From an optimization exercise on the open Yosys and OpenROAD flow, aimed at small area, a short achievable clock period and few clock cycles; shortcuts taken in it are not production practice. RTL that was checked went through simulation tests only; none was proved equivalent to the original. No activity file was given, so power comes from the tool's default toggle rates.

## demosaic
module demosaic(clk, reset, in_en, data_in, wr_r, addr_r, wdata_r, rdata_r, wr_g, addr_g, wdata_g, rdata_g, wr_b, addr_b, wdata_b, rdata_b, done);
input clk;
input reset;
input in_en;
input [7:0] data_in;
output reg wr_r;
output [13:0] addr_r;
output reg [7:0] wdata_r;
input [7:0] rdata_r;
output reg wr_g;
output reg [13:0] addr_g;
output [7:0] wdata_g;
input [7:0] rdata_g;
output reg wr_b;
output [13:0] addr_b;
output reg [7:0] wdata_b;
input [7:0] rdata_b;
output reg done;
reg        fill;
reg [6:0]  r;             
reg [7:0]  q;             
reg [3:0]  ph;            
reg        first;         
reg        second;        
reg [7:0]  rg, rx;        
reg [7:0]  xb;            
reg [9:0]  p;             
reg [8:0]  ya;            
reg [7:0]  half;          
reg [9:0]  d;             
reg [7:0]  xn;            
reg [7:0]  hv;            
reg [13:0] addr_rb;
assign wdata_g = p[9:2];
assign addr_r = addr_rb;
assign addr_b = addr_rb;
wire       odd  = r[0];
wire [7:0] rv   = rx;
wire [7:0] rh   = rx;
wire [6:0] rm1 = r - 7'd1;
wire [6:0] rp1 = r + 7'd1;
wire [6:0] qc  = q[6:0];
wire [6:0] qm4 = qc - 7'd4;
wire [6:0] qm1 = qc - 7'd1;
wire [6:0] qp1 = qc + 7'd1;
wire [6:0] qp2 = qc + 7'd2;
wire       last = q[7] & (q[6:1] == 6'd1);
wire       endc = ph[2] & last & (r == 7'd127);
wire [9:0] g_sum = p + {2'b0, rg};
wire [9:0] v_sum = {1'b0, ya} + {2'b0, rv};
wire [9:0] d_sum = d + {2'b0, rv};
wire [8:0] h_sum = {1'b0, xn} + {1'b0, rh};
wire       s_in = !fill;
wire       s_d  = fill & ph[2];
wire       s_hr = fill & !ph[2] & odd;    
wire       s_hb = fill & !ph[2] & !odd;   
wire [7:0] nd_r = ({8{s_in}} & data_in) | ({8{s_hr}} & half) | ({8{s_hb}} & hv);
wire [7:0] nd_b = ({8{s_in}} & data_in) | ({8{s_hb}} & half) | ({8{s_hr}} & hv);
always @(posedge clk) begin
    rg <= rdata_g;
    rx <= (odd ^ ph[3]) ? rdata_r : rdata_b;
    wdata_r <= nd_r | ({8{s_d}} & d_sum[9:2]);
    wdata_b <= nd_b | ({8{s_d}} & d_sum[9:2]);
end
always @(posedge clk) begin
    if (reset) begin
        fill <= 1'b0;
        r <= 7'd0;
        q <= 8'd0;
        ph <= 4'd0;
        first <= 1'b1;
  ...
Settings: LEC_CHECK=0, CAP_MARGIN=20, CORE_MARGIN=2, CORE_UTILIZATION=40, CTS_BUF_LIST=sky130_fd_sc_hd__clkbuf_4 sky130_fd_sc_hd__clkbuf_8, PLACE_DENSITY=0.6, SETUP_SLACK_MARGIN=3.0, SLEW_MARGIN=20, TNS_END_PERCENT=10; clock period 5.0 ns.
run.sh (not shown) runs the stock make flow with config.mk's settings and CLKGATE_MAP_FILE= SYNTH_SCRIPT=/design/flow/synth_recipe.tcl, a recipe that flattens the netlist after the stock synthesis.
The starting point produced a clean layout.
Testbench counts at the start, summed over its fixed seeds: cycles 802,816.
Edit:
==> flow/flow/run.sh (new file) <==
#!/bin/bash
# The standard layout (the standard.sh, unchanged synthesis), except that
# the port buffers that global placement inserts on every input and output
# are sky130_fd_sc_hd__buf_1 rather than the default cell.
set -euo pipefail
export BUFFER_PORTS_ARGS="-buffer_cell sky130_fd_sc_hd__buf_1"
bash standard.sh finish > make_finish.log 2>&1
==> flow/standard.sh (new file) <==
#!/bin/bash
# synth_recipe.tcl (not shown) runs the flow's synth.tcl, then flattens the netlist and writes it again
# the make line also repeats each setting of config.mk as NAME=value (left out here)
make -C /OpenROAD-flow-scripts/flow DESIGN_CONFIG=/design/flow/config.mk WORK_HOME=/design/flow/orfs CLKGATE_MAP_FILE= SYNTH_SCRIPT=/design/flow/synth_recipe.tcl "${@:-finish}"
CAP_MARGIN = 10   (was 20)
SLEW_MARGIN = 10   (was 20)
removed: flow/run.sh
The changed run finished with timing, DRC and antenna clean.
Global-route usage barely changes.
Power climbs by 1.4%.
Clock-buffer cell count climbs by 1.
Edit:
CAP_MARGIN = 20   (was 10)
CORE_UTILIZATION = 60   (was 40)
PLACE_DENSITY = 0.8   (was 0.6)
SLEW_MARGIN = 20   (was 10)
Effect: The changed run went through all stages and came out clean; setup slack gets better by 4.4 ps; first-iteration DRC count rises by about 34%; sequential power is about the same; synthesized area does not change; cell count falls by about 8%; cell area falls by 0.75%; clock skew stays flat.

---

== rev 12 ==
The RTL this note starts from:
==> flow/design.v <==
module demosaic(clk, reset, in_en, data_in, wr_r, addr_r, wdata_r, rdata_r, wr_g, addr_g, wdata_g, rdata_g, wr_b, addr_b, wdata_b, rdata_b, done);
input clk;
input reset;
input in_en;
input [7:0] data_in;
output reg wr_r;
output reg [13:0] addr_r;
output reg [7:0] wdata_r;
input [7:0] rdata_r;
output reg wr_g;
output reg [13:0] addr_g;
output reg [7:0] wdata_g;
input [7:0] rdata_g;
output reg wr_b;
output reg [13:0] addr_b;
output reg [7:0] wdata_b;
input [7:0] rdata_b;
output reg done;
reg        fill;
reg [6:0]  r;             
reg [7:0]  q;             
reg [3:0]  ph;            
reg        first;         
reg [7:0]  rg, rv, rh;    
reg [7:0]  xq;            
reg [9:0]  p;             
reg [8:0]  yq;            
reg [9:0]  d;             
reg [7:0]  xn;            
wire       odd   = r[0];
wire [6:0] rm1 = r - 7'd1;
wire [6:0] rp1 = r + 7'd1;
wire [6:0] qc  = q[6:0];
wire [6:0] qm2 = qc - 7'd2;
wire [6:0] qm1 = qc - 7'd1;
wire [6:0] qp1 = qc + 7'd1;
wire       last  = q[7];
wire [6:0] r_n   = last ? rp1 : r;
wire [7:0] q_n   = last ? {7'd0, rp1[0]} : q + 8'd2;
wire       odd_n = r_n[0];
wire [9:0] g_sum  = p + {2'b0, rg};
wire [9:0] v_sum  = {1'b0, yq} + {2'b0, rv};
wire [9:0] d_sum  = d + {2'b0, rv};
wire [8:0] h_sum  = {1'b0, xn} + {1'b0, rh};
reg        v_wr, h_wr;
reg [13:0] v_addr, h_addr;
wire [7:0] v_wdata = ph[1] ? yq[8:1] : d_sum[9:2];
wire [7:0] h_wdata = h_sum[8:1];
always @(*) begin
    v_wr = 1'b0; h_wr = 1'b0;
    v_addr = {r, qm1}; h_addr = {r, qc};
    if (ph[0]) begin
        v_addr = {rp1, qc};
    end
    if (ph[1]) begin
        v_wr = !first; v_addr = {r, qm2};
        h_wr = !first;
    end
    if (ph[2]) begin
        v_wr = !first;
    end
    if (ph[3]) begin
        v_addr = {(last ? r : rm1), q_n[6:0]};
        h_addr = {r_n, q_n[6:0] + 7'd1};
    end
end
always @(posedge clk) begin
    if (reset) begin
        fill <= 1'b0;
        r <= 7'd0;
        q <= 8'd0;
        ph <= 4'd0;
        first <= 1'b1;
        done <= 1'b0;
        wr_r <= 1'b0;
        wr_g <= 1'b0;
        wr_b <= 1'b0;
        addr_r <= 14'd0;
        addr_g <= 14'd0;
        addr_b <= 14'd0;
    end else if (!fill) begin
        addr_r <= {r, qc};
        addr_g <= {r, qc};
        addr_b <= {r, qc};
        wdata_r <= data_in;
        wdata_g <= data_in;
        wdata_b <= data_in;
        wr_g <= in_en & (r[0] == qc[0]);
        wr_r <= in_en & !r[0] & qc[0];
        wr_b <= in_en & r[0] & !qc[0];
        if (in_en) begin
            q[6:0] <= qp1;
            if (qc == 7'd127) begin
                if (r == 7'd127) begin
                    fill <= 1'b1;
                    ph <= 4'b1000;
                    q <= 8'h80;
                end else
                    r <= rp1;
            end
        end
    end else if (!done) begin
        ph <= {ph[2:0], ph[3]};
        rg <= rdata_g;
        rv <= odd ? rdata_r : rdata_b;
        rh <= odd ? rdata_b : rdata_r;
        wdata_g <= g_sum[9:2];
        if (ph[0]) begin
            p <= g_sum;
            addr_g <= {rm1, qp1};
        end
        if (ph[1]) begin
            xq <= rg;
            wr_g <= !first;
            addr_g <= {r, qm1};
        end
        if (ph[2]) begin
            p <= {2'b0, xq} + {2'b0, rg};
            wr_g <= 1'b0;
            addr_g <= {rp1, qp1};
        end
        if (ph[3]) begin
            wr_g <= 1'b0;
            addr_g <= {r_n, q_n[6:0]};
        end
        if (ph[1]) begin
            d <= v_sum;
            yq <= {1'b0, rv};
            xn <= rh;
        end
        if (ph[2]) yq <= v_sum[8:0];
        if (ph[3]) begin
            q <= q_n;
            r <= r_n;
            first <= last;
            if (last && r == 7'd127 && !first) done <= 1'b1;
        end
        if (ph[3] ? odd_n : odd) begin
            wr_r <= v_wr; addr_r <= v_addr; wdata_r <= v_wdata;
            wr_b <= h_wr; addr_b <= h_addr; wdata_b <= h_wdata;
        end else begin
            wr_b <= v_wr; addr_b <= v_addr; wdata_b <= v_wdata;
            wr_r <= h_wr; addr_r <= h_addr; wdata_r <= h_wdata;
        end
        if (ph[3] && last && r == 7'd127 && !first) begin
            wr_r <= 1'b0; wr_g <= 1'b0; wr_b <= 1'b0;
        end
    end
end
endmodule
export LEC_CHECK = 0
export ABC_CLOCK_PERIOD_IN_PS = 2400
export CAP_MARGIN = 20
export CORE_MARGIN = 2
export CORE_UTILIZATION = 40
export PLACE_DENSITY = 0.6
export SETUP_SLACK_MARGIN = 2.6
export SLEW_MARGIN = 20
create_clock -name core_clock -period 5.0 [get_ports {clk}]
Stock flow here: none of the scripts above is used.
## Diff of input files: rev 13 against rev 12
- changing SETUP_SLACK_MARGIN from 2.6 to 2.9
- changing ABC_CLOCK_PERIOD_IN_PS from 2400 to 2100
### Flow results
Critical path depth: rev 12 and rev 13 compared, higher one is rev 13. Against rev 12, rev 13 reports a cell area that is higher. Total wirelength of the detailed-routed design grows by more than 10% when moving from rev 12 to rev 13. Taking rev 12 as the reference, in rev 13 worst setup timing slack at the placement stage lost 280 ps, worst hold slack neither gained nor lost much, global-route wire length before repair picked up an extra about 11%, total power neither gained nor lost much, netlist area before placement neither gained nor lost much. The count of clock buffers in the final design reported for rev 13 is smaller than that of rev 12 by 1.
No run of this note included a check of the RTL's function; only the layout flow was run.

-- re-timing with driven ports --
The results above use ideal ports. As a check the final layouts listed here were re-extracted and re-timed, cells and wires unchanged.
Step 1: set_driving_cell puts a clkbuf_16 on clk and a buf_2 on each other input, an assumption about the parent block.
Step 2 times the ports against the registers' clock, not the clock port: input delays grow and output delays shrink by t, the midpoint of the rising clock arrivals with the driver on.
Three values: ideal ports, drivers, drivers and shift; two values: the first two.
run | shift t [ns] | slack for setup (ns) | pins driven straight from the clock port
the first run of note 1 | 0.484 | 2.880 / 2.843 / 2.557 | 1
the second run of note 1 | 0.496 | 2.903 / 2.903 / 2.568 | 1
the third run of note 1 | 0.489 | 2.908 / 2.880 / 2.437 | 1
rev 12 | 0.478 | 2.620 / 2.572 / 2.276 | 1
rev 13 | 0.480 | 2.665 / 2.665 / 2.502 | 1
After both steps setup and hold are still met in every run listed. The setup slack of the third run of note 1, which loses most, moves by -0.028 ns with the drivers and by -0.471 ns with both steps.
